This design comes from an exercise in tuning for small area and a short achievable clock period on the open sky130 flow, not from production work. At most, simulation tests tie the RTL to the original design; equivalence was not proved. Power is estimated from default activity; no workload was simulated.

==> module FourBitBP, before the edit <==
module FourBitBP(
    input clk,
    input [2:0] branchID,
    input outcome,
    input reset,
    output reg miss
    );
    reg [3:0] BHT [0:7];
    reg [1:0] Counters [0:127];
    reg       rst_r;             
    reg [2:0] bid_r;             
    reg [3:0] h_r;               
    reg [1:0] c_r;               
    reg       o_r;               
    reg [7:0] byp_r;             
    wire [1:0] wd_r = rst_r ? 2'b00 :
                      {(c_r[1] & c_r[0]) | (o_r & (c_r[1] | c_r[0])),
                       (c_r[1] & ~c_r[0]) | (o_r & (c_r[1] | ~c_r[0]))};
    wire [7:0]  we_b;
    wire [15:0] we_h;
    wire [1:0]  cb [0:7];
    genvar b, j;
    generate
        for (b = 0; b < 8; b = b + 1) begin : g_rd
            assign we_b[b] = rst_r | (bid_r == b);
            assign cb[b] = byp_r[b] ? wd_r : Counters[{b[2:0], BHT[b]}];
        end
        for (j = 0; j < 16; j = j + 1) begin : g_weh
            assign we_h[j] = rst_r | (h_r == j);
        end
    endgenerate
    wire [1:0] c = cb[branchID];
    always @(posedge clk) begin
        miss   <= ~reset & (c[1] ^ outcome);
        rst_r  <= reset;
        bid_r  <= branchID;
        h_r    <= BHT[branchID];
        c_r    <= c;
        o_r    <= outcome;
    end
    generate
        for (b = 0; b < 8; b = b + 1) begin : g_bht
            always @(posedge clk) begin
                if (reset)
                    BHT[b] <= 4'b0000;
                else if (branchID == b)
                    BHT[b] <= {BHT[b][2:0], outcome};
            end
            always @(posedge clk) begin
                byp_r[b] <= reset | ((branchID == b) & (BHT[b] == {4{outcome}}));
            end
            for (j = 0; j < 16; j = j + 1) begin : g_cnt
                always @(posedge clk) begin
                    if (we_b[b] & we_h[j])
                        Counters[b*16+j] <= wd_r;
                end
            end
        end
    endgenerate
endmodule
make LEC_CHECK=0 ABC_AREA=1 CAP_MARGIN=20 CORE_MARGIN=2 CORE_UTILIZATION=40 CTS_BUF_LIST=sky130_fd_sc_hd__clkbuf_8 CTS_CLUSTER_DIAMETER=70 CTS_CLUSTER_SIZE=15 SETUP_SLACK_MARGIN=3.7 SLEW_MARGIN=20 finish   # period 6.0 ns
run.sh (not shown) runs the stock make flow with config.mk's settings and CLKGATE_MAP_FILE= SYNTH_SCRIPT=/design/flow/synth_recipe.tcl, a recipe that flattens the netlist after the stock synthesis.
Next try:
==> flow/design.v (replaced) <==
module FourBitBP(
    input clk,
    input [2:0] branchID,
    input outcome,
    input reset,
    output reg miss
    );
    reg [3:0] BHT [0:7];
    reg [1:0] Counters [0:127];
    reg       rst_r;             
    reg [2:0] bid_r;             
    reg       h3_r;              
    reg [1:0] c_r;               
    reg       o_r;               
    reg       self_r;            
    wire [1:0] wd_r = rst_r ? 2'b00 :
                      {(c_r[1] & c_r[0]) | (o_r & (c_r[1] | c_r[0])),
                       (c_r[1] & ~c_r[0]) | (o_r & (c_r[1] | ~c_r[0]))};
    wire [3:0]  h_r = {h3_r, BHT[bid_r][3:1]};
    wire [7:0]  we_b;
    wire [15:0] we_h;
    wire [1:0]  cb [0:7];
    genvar b, j;
    generate
        for (b = 0; b < 8; b = b + 1) begin : g_rd
            assign we_b[b] = rst_r | (bid_r == b);
            assign cb[b] = (rst_r | (self_r & (bid_r == b))) ? wd_r :
                           Counters[{b[2:0], BHT[b]}];
        end
        for (j = 0; j < 16; j = j + 1) begin : g_weh
            assign we_h[j] = rst_r | (h_r == j);
        end
    endgenerate
    wire [7:0] h0, h1;
    generate
        for (b = 0; b < 8; b = b + 1) begin : g_hx
            assign h0[b] = (BHT[b] == 4'b0000);
            assign h1[b] = (BHT[b] == 4'b1111);
        end
    endgenerate
    wire [1:0] c = cb[branchID];
    wire [3:0] h = BHT[branchID];
    always @(posedge clk) begin
        miss   <= ~reset & (c[1] ^ outcome);
        rst_r  <= reset;
        bid_r  <= branchID;
        h3_r   <= h[3];
        c_r    <= c;
        o_r    <= outcome;
        self_r <= outcome ? h1[branchID] : h0[branchID];
    end
    generate
        for (b = 0; b < 8; b = b + 1) begin : g_bht
            always @(posedge clk) begin
                if (reset)
                    BHT[b] <= 4'b0000;
                else if (branchID == b)
                    BHT[b] <= {BHT[b][2:0], outcome};
            end
            for (j = 0; j < 16; j = j + 1) begin : g_cnt
                always @(posedge clk) begin
                    if (we_b[b] & we_h[j])
                        Counters[b*16+j] <= wd_r;
                end
            end
        end
    endgenerate
endmodule
Outcome: Die area fell slightly; hold slack improves by 48 ps; clock skew fell by 7.1 ps; worst setup slack improves by 62 ps; final area rose by a few percent; clock-buffer cell count is unchanged; total power rose by a few percent; via count rose slightly; routed wire length rose by a few percent.
No run of this note included a check of the RTL's function; only the layout flow was run.

Another version of the RTL of FourBitBP (not shown whole).
Size: roughly 7 I/O pins, roughly 13000 µm² of cells after synthesis.
## FourBitBP
module FourBitBP(
    input clk,
    input [2:0] branchID,
    input outcome,
    input reset,
    output reg miss
    );
    reg [3:0] BHT [0:7];
    reg [1:0] Counters [0:127];
    reg       rst_r;             
    reg [2:0] bid_r;             
    reg [3:0] h_r;               
    reg [1:0] c_r;               
    reg       o_r;               
    reg       self_r;            
    wire [1:0] wd_r = rst_r ? 2'b00 :
                      {(c_r[1] & c_r[0]) | (o_r & (c_r[1] | c_r[0])),
                       (c_r[1] & ~c_r[0]) | (o_r & (c_r[1] | ~c_r[0]))};
    wire [7:0]  we_b;
    wire [15:0] we_h;
    wire [1:0]  cb [0:7];
    genvar b, j;
    generate
        for (b = 0; b < 8; b = b + 1) begin : g_rd
            assign we_b[b] = rst_r | (bid_r == b);
            assign cb[b] = (rst_r | (self_r & (bid_r == b))) ? wd_r :
                           Counters[{b[2:0], BHT[b]}];
        end
        for (j = 0; j < 16; j = j + 1) begin : g_weh
            assign we_h[j] = rst_r | (h_r == j);
        end
    endgenerate
    wire [1:0] c = cb[branchID];
    wire [3:0] h = BHT[branchID];
    always @(posedge clk) begin
        miss   <= ~reset & (c[1] ^ outcome);
        rst_r  <= reset;
        bid_r  <= branchID;
        h_r    <= h;
        c_r    <= c;
        o_r    <= outcome;
        self_r <= (h == {4{outcome}});
    end
    generate
        for (b = 0; b < 8; b = b + 1) begin : g_bht
            always @(posedge clk) begin
                if (reset)
                    BHT[b] <= 4'b0000;
                else if (branchID == b)
                    BHT[b] <= {BHT[b][2:0], outcome};
            end
            for (j = 0; j < 16; j = j + 1) begin : g_cnt
                always @(posedge clk) begin
                    if (we_b[b] & we_h[j])
                        Counters[b*16+j] <= wd_r;
                end
            end
        end
    endgenerate
endmodule
==> module FourBitBP, before the edit <==
module FourBitBP(
    input clk,
    input [2:0] branchID,
    input outcome,
    input reset,
    output reg miss
    );
    reg [3:0] BHT [0:7];
    reg [1:0] Counters [0:127];
    reg       rst_r;             
    reg [2:0] bid_r;             
    reg [3:0] h_r;               
    reg [1:0] c_r;               
    reg       o_r;               
    reg       self_r;            
    wire [1:0] wd_r = rst_r ? 2'b00 :
                      {(c_r[1] & c_r[0]) | (o_r & (c_r[1] | c_r[0])),
                       (c_r[1] & ~c_r[0]) | (o_r & (c_r[1] | ~c_r[0]))};
    wire [7:0]  we_b;
    wire [15:0] we_h;
    wire [1:0]  cb [0:7];
    genvar b, j;
    generate
        for (b = 0; b < 8; b = b + 1) begin : g_rd
            assign we_b[b] = rst_r | (bid_r == b);
            assign cb[b] = (rst_r | (self_r & (bid_r == b))) ? wd_r :
                           Counters[{b[2:0], BHT[b]}];
        end
        for (j = 0; j < 16; j = j + 1) begin : g_weh
            assign we_h[j] = rst_r | (h_r == j);
        end
    endgenerate
    wire [1:0] c = cb[branchID];
    wire [3:0] h = BHT[branchID];
    always @(posedge clk) begin
        miss   <= ~reset & (c[1] ^ outcome);
        rst_r  <= reset;
        bid_r  <= branchID;
        h_r    <= h;
        c_r    <= c;
        o_r    <= outcome;
        self_r <= (h == {4{outcome}});
    end
    generate
        for (b = 0; b < 8; b = b + 1) begin : g_bht
            always @(posedge clk) begin
                if (reset)
                    BHT[b] <= 4'b0000;
                else if (branchID == b)
                    BHT[b] <= {BHT[b][2:0], outcome};
            end
            for (j = 0; j < 16; j = j + 1) begin : g_cnt
                always @(posedge clk) begin
                    if (we_b[b] & we_h[j])
                        Counters[b*16+j] <= wd_r;
                end
            end
        end
    endgenerate
endmodule
export LEC_CHECK = 0
export ABC_CLOCK_PERIOD_IN_PS = 2300
export CAP_MARGIN = 20
export CORE_MARGIN = 2
export CORE_UTILIZATION = 40
export SETUP_SLACK_MARGIN = 3.7
export SLEW_MARGIN = 20
create_clock -name core_clock -period 6.0 [get_ports {clk}]
Change:
==> flow/design.v (replaced) <==
module FourBitBP(
    input clk,
    input [2:0] branchID,
    input outcome,
    input reset,
    output reg miss
    );
    reg [3:0] BHT [0:7];
    reg [1:0] Counters [0:127];
    reg       rst_r;             
    reg [2:0] bid_r;             
    reg [3:0] h_r;               
    reg [1:0] c_r;               
    reg       o_r;               
    wire [1:0] nc_r = {(c_r[1] & c_r[0]) | (o_r & (c_r[1] | c_r[0])),
                       (c_r[1] & ~c_r[0]) | (o_r & (c_r[1] | ~c_r[0]))};
    wire       self_r = (h_r == {4{o_r}});
    wire [1:0] cb [0:7];
    genvar b, j;
    generate
        for (b = 0; b < 8; b = b + 1) begin : g_rd
            assign cb[b] = rst_r ? 2'b00 :
                           (self_r && bid_r == b) ? nc_r :
                           Counters[{b[2:0], BHT[b]}];
        end
    endgenerate
    wire [1:0] c = cb[branchID];
    always @(posedge clk) begin
        miss  <= ~reset & (c[1] ^ outcome);
        rst_r <= reset;
        bid_r <= branchID;
        h_r   <= BHT[branchID];
        c_r   <= c;
        o_r   <= outcome;
    end
    generate
        for (b = 0; b < 8; b = b + 1) begin : g_bht
            always @(posedge clk) begin
                if (reset)
                    BHT[b] <= 4'b0000;
                else if (branchID == b)
                    BHT[b] <= {BHT[b][2:0], outcome};
            end
            for (j = 0; j < 16; j = j + 1) begin : g_cnt
                always @(posedge clk) begin
                    if (rst_r)
                        Counters[b*16+j] <= 2'b00;
                    else if (bid_r == b && h_r == j)
                        Counters[b*16+j] <= nc_r;
                end
            end
        end
    endgenerate
endmodule
After rerunning:
- The changed run passed the timing, design-rule and antenna checks
- final cell count climbs by well over a third
- count of clock-buffer cells in the layout climbs by 19
- worst hold slack degrades by 0.11 ns
- synthesized area climbs by roughly a tenth
- power drops by roughly a tenth
The RTL of the second run of this note was laid out without a check of its function.

FourBitBP again, from the RTL that the note above started with.
export LEC_CHECK = 0
export ABC_AREA = 1
export CAP_MARGIN = 20
export CORE_MARGIN = 2
export CORE_UTILIZATION = 40
export CTS_BUF_LIST = sky130_fd_sc_hd__clkbuf_16
export CTS_CLUSTER_DIAMETER = 100
export CTS_CLUSTER_SIZE = 16
export SETUP_SLACK_MARGIN = 3.7
export SLEW_MARGIN = 20
create_clock -name core_clock -period 6.0 [get_ports {clk}]
Then changed:
==> flow/design.v (replaced) <==
module FourBitBP(
    input clk,
    input [2:0] branchID,
    input outcome,
    input reset,
    output reg miss
    );
    reg [3:0] BHT [0:7];
    reg [1:0] Counters [0:127];
    reg       rst_r;             
    reg [2:0] bid_r;             
    reg [3:0] h_r;               
    reg [1:0] c_r;               
    reg       o_r;               
    reg [7:0] byp_r;             
    wire [1:0] wd_r = rst_r ? 2'b00 :
                      {(c_r[1] & c_r[0]) | (o_r & (c_r[1] | c_r[0])),
                       (c_r[1] & ~c_r[0]) | (o_r & (c_r[1] | ~c_r[0]))};
    wire [7:0]  we_b;
    wire [15:0] we_h;
    wire [1:0]  cb [0:7];
    genvar b, j;
    generate
        for (b = 0; b < 8; b = b + 1) begin : g_rd
            assign we_b[b] = rst_r | (bid_r == b);
            assign cb[b] = byp_r[b] ? wd_r : Counters[{b[2:0], BHT[b]}];
        end
        for (j = 0; j < 16; j = j + 1) begin : g_weh
            assign we_h[j] = rst_r | (h_r == j);
        end
    endgenerate
    wire [1:0] c = cb[branchID];
    always @(posedge clk) begin
        miss   <= ~reset & (c[1] ^ outcome);
        rst_r  <= reset;
        bid_r  <= branchID;
        h_r    <= BHT[branchID];
        c_r    <= c;
        o_r    <= outcome;
    end
    generate
        for (b = 0; b < 8; b = b + 1) begin : g_bht
            always @(posedge clk) begin
                if (reset)
                    BHT[b] <= 4'b0000;
                else if (branchID == b)
                    BHT[b] <= {BHT[b][2:0], outcome};
            end
            always @(posedge clk) begin
                byp_r[b] <= reset | ((branchID == b) & (BHT[b] == {4{outcome}}));
            end
            for (j = 0; j < 16; j = j + 1) begin : g_cnt
                always @(posedge clk) begin
                    if (we_b[b] & we_h[j])
                        Counters[b*16+j] <= wd_r;
                end
            end
        end
    endgenerate
endmodule
After rerunning: The changed run finished with timing, DRC and antenna clean. Power climbs by 0.85%. Worst hold slack degrades by 0.028 ns. Final area climbs by 1.5%. Sequential power hardly moves. Wire length climbs by 2.3%. Register-to-register slack improves by 0.21 ns. Via count climbs by 2.4%. Global-route usage climbs by 0.20 points. Maximum frequency climbs by 2.2%.
No functional check of the RTL was part of the second run of this note.

Another version of the RTL of FourBitBP (not shown whole).
Size: about 1100 cells after synthesis, about 290 flip-flops, roughly 7 I/O pins.
==> flow/design.v (excerpt) <==
module FourBitBP(
    input clk,
    input [2:0] branchID,
    input outcome,
    input reset,
    output reg miss
    );
==> module FourBitBP, before the edit <==
module FourBitBP(
    input clk,
    input [2:0] branchID,
    input outcome,
    input reset,
    output reg miss
    );
    reg [3:0] BHT [0:7];
    reg [1:0] Counters [0:127];
    wire [1:0] cb [0:7];
    genvar b, j;
    generate
        for (b = 0; b < 8; b = b + 1) begin : g_rd
            assign cb[b] = Counters[{b[2:0], BHT[b]}];
        end
    endgenerate
    wire [1:0] c = cb[branchID];
    wire [1:0] nc = reset ? 2'b00 :
                    {(c[1] & c[0]) | (outcome & (c[1] | c[0])),
                     (c[1] & ~c[0]) | (outcome & (c[1] | ~c[0]))};
    always @(posedge clk) begin
        miss <= ~reset & (c[1] ^ outcome);
    end
    generate
        for (b = 0; b < 8; b = b + 1) begin : g_bht
            always @(posedge clk) begin
                if (reset)
                    BHT[b] <= 4'b0000;
                else if (branchID == b)
                    BHT[b] <= {BHT[b][2:0], outcome};
            end
            for (j = 0; j < 16; j = j + 1) begin : g_cnt
                always @(posedge clk) begin
                    if (reset | ((branchID == b) & (BHT[b] == j)))
                        Counters[b*16+j] <= nc;
                end
            end
        end
    endgenerate
endmodule
Settings: LEC_CHECK=0, CAP_MARGIN=20, CORE_MARGIN=2, CORE_UTILIZATION=40, SLEW_MARGIN=20; clock period 6.0 ns.
The baseline produced a clean layout.
Next try:
==> flow/design.v (replaced) <==
module FourBitBP(
    input clk,
    input [2:0] branchID,
    input outcome,
    input reset,
    output reg miss
    );
    reg [3:0] BHT [0:7];
    reg [1:0] Counters [0:127];
    reg       rst_r;             
    reg [2:0] bid_r;             
    reg [3:0] h_r;               
    reg [1:0] c_r;               
    reg       o_r;               
    wire [1:0] nc_r = {(c_r[1] & c_r[0]) | (o_r & (c_r[1] | c_r[0])),
                       (c_r[1] & ~c_r[0]) | (o_r & (c_r[1] | ~c_r[0]))};
    wire       self_r = (h_r == {4{o_r}});
    wire [1:0] cb [0:7];
    genvar b, j;
    generate
        for (b = 0; b < 8; b = b + 1) begin : g_rd
            assign cb[b] = rst_r ? 2'b00 :
                           (self_r && bid_r == b) ? nc_r :
                           Counters[{b[2:0], BHT[b]}];
        end
    endgenerate
    wire [1:0] c = cb[branchID];
    always @(posedge clk) begin
        miss  <= ~reset & (c[1] ^ outcome);
        rst_r <= reset;
        bid_r <= branchID;
        h_r   <= BHT[branchID];
        c_r   <= c;
        o_r   <= outcome;
    end
    generate
        for (b = 0; b < 8; b = b + 1) begin : g_bht
            always @(posedge clk) begin
                if (reset)
                    BHT[b] <= 4'b0000;
                else if (branchID == b)
                    BHT[b] <= {BHT[b][2:0], outcome};
            end
            for (j = 0; j < 16; j = j + 1) begin : g_cnt
                always @(posedge clk) begin
                    if (rst_r)
                        Counters[b*16+j] <= 2'b00;
                    else if (bid_r == b && h_r == j)
                        Counters[b*16+j] <= nc_r;
                end
            end
        end
    endgenerate
endmodule
After rerunning: The new run went through all stages and came out clean; global-route usage increases by 4.9 points; worst setup slack improved by 440 ps; hold slack got worse by 220 ps; sequential share of layout area decreases by 20 points; routed wire length came out higher by 45%; sequential power shrinks by 18%; synthesized area goes up by 11%; cell area climbs by 9.9%; core utilization goes down by 0.74 points; total power drops by 3.8%; critical path depth drops by 1; sequential cell count rose by 11; first-iteration DRC count grows by 98%; register-to-register slack gains 400 ps.
Function was not checked in any run of this note: the RTL went through the layout flow alone.

## port drivers added, routing unchanged
The flow's constraints put no driver on any port. The routed layouts listed below were extracted and timed again, unchanged, in two steps. Step 1 (the two cells are an assumption about what drives the block):
set clk [get_ports {clk}]
set_driving_cell -lib_cell sky130_fd_sc_hd__clkbuf_16 $clk
set_driving_cell -lib_cell sky130_fd_sc_hd__buf_2 [delete_from_list [all_inputs] $clk]
Step 2 adds t to the input delays and takes it off the output delays; t is the mean of the earliest and latest rising clock arrival at the registers after step 1. Input paths then give back, and output paths get back, about the clock's delay inside the block. Three values: ideal ports, drivers, drivers and shift; two values: the first two.
run | t, ns | setup WS [ns] | cell pins on the clock port's net
the first run of note 1 | 0.630 | 3.667 / 3.618 / 3.193 | 1
the second run of note 1 | 0.610 | 3.729 / 3.682 / 3.236 | 1
the first run of note 2 | 0.602 | 3.565 / 3.542 / 2.940 | 1
the second run of note 2 | 0.560 | 3.527 / 3.487 / 2.926 | 1
the first run of note 3 | 0.572 | 3.684 / 3.684 / 3.205 | 1
the second run of note 3 | 0.566 | 3.734 / 3.690 / 3.161 | 1
the first run of note 4 | 0.597 | 1.871 / 1.874 / 1.277 | 1
the second run of note 4 | 0.570 | 2.312 / 2.289 / 1.719 | 1
After both steps every run listed still meets setup and hold. For the first run of note 2, which loses most, drivers alone change the setup slack by -0.023 ns; drivers and shift together by -0.625 ns.
